Context: an optimization exercise on an open-source flow, tuned for small area. The choices shown serve that exercise and are no tape-out recipe.
RTL that was checked went through simulation tests only; none was proved equivalent to the original.
Power and IR drop assume default switching activity.

Design ALU, start of the top module:
module ALU #(parameter w = 8) (
    clk, rst, CE, IN_valid, MODE, CMD, OPA, OPB, Cin,
    ERR, RES, OF, COUT, G, L, E);
    input clk;
    input rst;
    input CE;
    input [1:0] IN_valid;
    input MODE;
    input [3:0] CMD;
    input [7:0] OPA;
    input [7:0] OPB;
    input Cin;
    output reg ERR;
    output reg OF;
    output reg COUT;
    output reg G;
    output reg L;
    output reg E;
    output reg [16:0] RES;
wire sgn_in = (CMD[3:2] == 2'b11) | (CMD[1:0] == 2'b11);   
wire [7:0] ca = {OPA[7] ^ sgn_in, OPA[6:0]};
wire [7:0] cb = {OPB[7] ^ sgn_in, OPB[6:0]};
wire [1:0] cmp_code = (ca == cb) ? 2'b11 : (ca < cb) ? 2'b01 : 2'b10;
wire [2:0] rot_amt = CMD[0] ? (3'd0 - OPB[2:0]) : OPB[2:0];
wire [7:0] rot_hot = 8'd1 << rot_amt;
reg need_a, need_b, bad;
reg rows_i, aq1_i, aq2_i, ci_i;
reg [3:0] s_i;
reg sela, selb, invb, rot;
reg [7:0] ka, kb;
always @(*) begin
    need_a = 1'b1; need_b = 1'b1; bad = 1'b0;
  ...
Size in the first run: about 680 cells after synthesis, ~64 flip-flops, roughly 50 I/O pins, about 5600 um2 of cells after synthesis.
Settings: LEC_CHECK=0, CAP_MARGIN=20, CORE_MARGIN=2, CORE_UTILIZATION=60, CTS_BUF_LIST=sky130_fd_sc_hd__clkbuf_4 sky130_fd_sc_hd__clkbuf_8, SLEW_MARGIN=20, SYNTH_HIERARCHICAL=1; clock period 6.0 ns.
standard.sh (not shown) runs the stock make flow with config.mk's settings and CLKGATE_MAP_FILE= SYNTH_SCRIPT=/design/flow/synth_recipe.tcl, a recipe that flattens the netlist after the stock synthesis.
==> flow/flow/run.sh <==
#!/bin/bash
# Layout flow: the standard layout (standard.sh: ORFS from synthesis to
# finish) with these changes:
#  - synthesis maps the logic with an area-oriented ABC script (deepsyn, then
#    area mapping) instead of ORFS's delay-oriented one. Only the final abc
#    call of ORFS's synthesis is changed: its -script argument is replaced.
#    Everything else, registers included, is the standard synthesis
#    (synth_recipe.tcl).
#  - the buffers that the flow puts on every input and output port are buf_1
#    cells, not the resizer's default choice;
#  - clock tree synthesis adds no dummy loads to balance the tree.
# The full output of the run goes to standard.log in this folder; ORFS keeps
# each step's own log under orfs/logs/.
set -euo pipefail
W=$(pwd)
printf '%s\n' '&get -n' '&st' '&deepsyn -T 10' '&put' 'dch' 'map -a' 'topo' 'stime -c' > "$W/abc_area_deep.script"
cat > "$W/own_synth.tcl" <<EOT
proc abc {args} {
  set i [lsearch -exact \$args -script]
  if {\$i >= 0} { lset args [expr {\$i + 1}] {$W/abc_area_deep.script} }
  yosys abc {*}\$args
}
source {$W/synth_recipe.tcl}
EOT
bash standard.sh \
  "SYNTH_SCRIPT=$W/own_synth.tcl" \
  "BUFFER_PORTS_ARGS=-buffer_cell sky130_fd_sc_hd__buf_1" \
  "CTS_ARGS=-sink_clustering_enable -repair_clock_nets -buf_list {sky130_fd_sc_hd__clkbuf_4 sky130_fd_sc_hd__clkbuf_8} -dont_use_dummy_load" \
  finish > standard.log 2>&1
==> next run, changes <==
--- a/flow/design.v
+++ b/flow/design.v
@@ -7,18 +7,18 @@
     input [1:0] IN_valid;
     input MODE;
     input [3:0] CMD;
     input [7:0] OPA;
     input [7:0] OPB;
     input Cin;
-    output reg ERR;
+    output ERR;
     output reg OF;
-    output reg COUT;
-    output reg G;
-    output reg L;
-    output reg E;
+    output COUT;
+    output G;
+    output L;
+    output E;
     output reg [16:0] RES;
 wire sgn_in = (CMD[3:2] == 2'b11) | (CMD[1:0] == 2'b11);   
 wire [7:0] ca = {OPA[7] ^ sgn_in, OPA[6:0]};
 wire [7:0] cb = {OPB[7] ^ sgn_in, OPB[6:0]};
 wire [1:0] cmp_code = (ca == cb) ? 2'b11 : (ca < cb) ? 2'b01 : 2'b10;
 wire [2:0] rot_amt = CMD[0] ? (3'd0 - OPB[2:0]) : OPB[2:0];
@@ -78,15 +78,15 @@
             default: bad = 1'b1;
         endcase
     end
 end
 wire err_in = bad | (need_a & ~IN_valid[0]) | (need_b & ~IN_valid[1]);
 wire mul_in = MODE & (CMD == 4'b1001 || CMD == 4'b1010);
-wire [7:0] a_in = err_in ? 8'h00 : ({8{sela}} & OPA) | ka;
+wire [7:0] a_in = ({8{sela}} & OPA) | ka;
 wire [7:0] b_in = ({8{selb}} & (OPB ^ {8{invb}})) | kb | ({8{rot}} & rot_hot);
-wire [7:0] code_in = err_in ? {1'b0, mul_in, mul_in, 1'b0, mul_in, 3'b000} :
+wire [7:0] code_in = err_in ? {2'b00, mul_in, 1'b0, mul_in, 3'b000} :
                      {rows_i, aq1_i | aq2_i, aq2_i, ci_i, s_i};
 reg [7:0] A, B;
 reg rows, aq, m2, ci;
 reg [3:0] s;
 always @(posedge clk) begin
     if (CE) begin
@@ -468,33 +468,34 @@
 wire r8 = (en8 & P[8]) ^ k8;
 wire [16:0] R = {U | inv16, {7{U}}, r8, lo};
 wire cout_n = arith & ~s[3] & ~s[2] & P[8];
 wire of_n = arith & ((s[3] & ~s[0] & ~P[8]) |
                      (s[2] & (A[7] == B[7]) & (P[7] != A[7])));
 wire cmp = arith & s[2];
-wire e_n = cmp & s[1] & s[0];
-wire l_n = cmp & ~s[1] & s[0];
-wire g_n = cmp & s[1] & ~s[0];
 wire err_n = (lgc & (s == 4'b0000)) | (m2 & s[3]);
+reg fx;
+reg [1:0] fy;
+assign E = fx & fy[1] & fy[0];
+assign L = fx & ~fy[1] & fy[0];
+assign G = fx & fy[1] & ~fy[0];
+assign COUT = ~fx & fy[1];
+assign ERR = ~fx & fy[0];
 reg [16:0] RES_m;
 always @(posedge clk or posedge rst) begin
     if (rst) begin
         RES <= 0; RES_m <= 0;
-        COUT <= 0; OF <= 0; G <= 0; L <= 0; E <= 0; ERR <= 0;
+        OF <= 0; fx <= 0; fy <= 2'b00;
     end else if (CE) begin
         if (mulop) begin
             RES_m <= m2 ? {P[15:0], 1'b0} : P;
             RES <= RES_m;
         end else
             RES <= R;
-        COUT <= cout_n;
         OF <= of_n;
-        G <= g_n;
-        L <= l_n;
-        E <= e_n;
-        ERR <= err_n;
+        fx <= cmp;
+        fy <= cmp ? s[1:0] : {cout_n, err_n};
     end
 end
 endmodule
 module alu_fa (a, b, c, s, co);
     input a, b, c;
     output s, co;
- synthesized cell count barely changes
- wire length came out higher slightly
- hold slack gets better by 0.0066 ns
- total power came out lower by roughly a tenth
- maximum frequency came out higher by a few percent
- non-clock buffer count came out higher by 9
- area after synthesis came out lower slightly
- flip-flop and latch count came out lower by 2
- die area came out lower slightly
For the second run of this note, only the layout was checked, not whether the RTL still works.

re-timing with driven ports:
Ports are ideal in the flow. The routed layouts listed here were re-timed in OpenROAD. Step 1: set_driving_cell puts a clkbuf_16 on clk and a buf_2 on each other input, an assumption about the parent block. Step 2 adds t to the input delays and takes it off the output delays; t is the mean of the earliest and latest rising clock arrival at the registers after step 1. Input paths then give back, and output paths get back, about the clock's delay inside the block. a / b / c = ideal ports / drivers / drivers and shift; a / b = the first two.
run	t (ns)	setup slack, ns	worst setup path after step 2	worst register clock-pin slew, ns
the first run	0.363	0.362 / 0.362 / 0.362	register to register	0.09 / 0.09
the second run	0.366	0.493 / 0.493 / 0.493	register to register	0.08 / 0.08
After both steps every run listed still meets setup and hold.
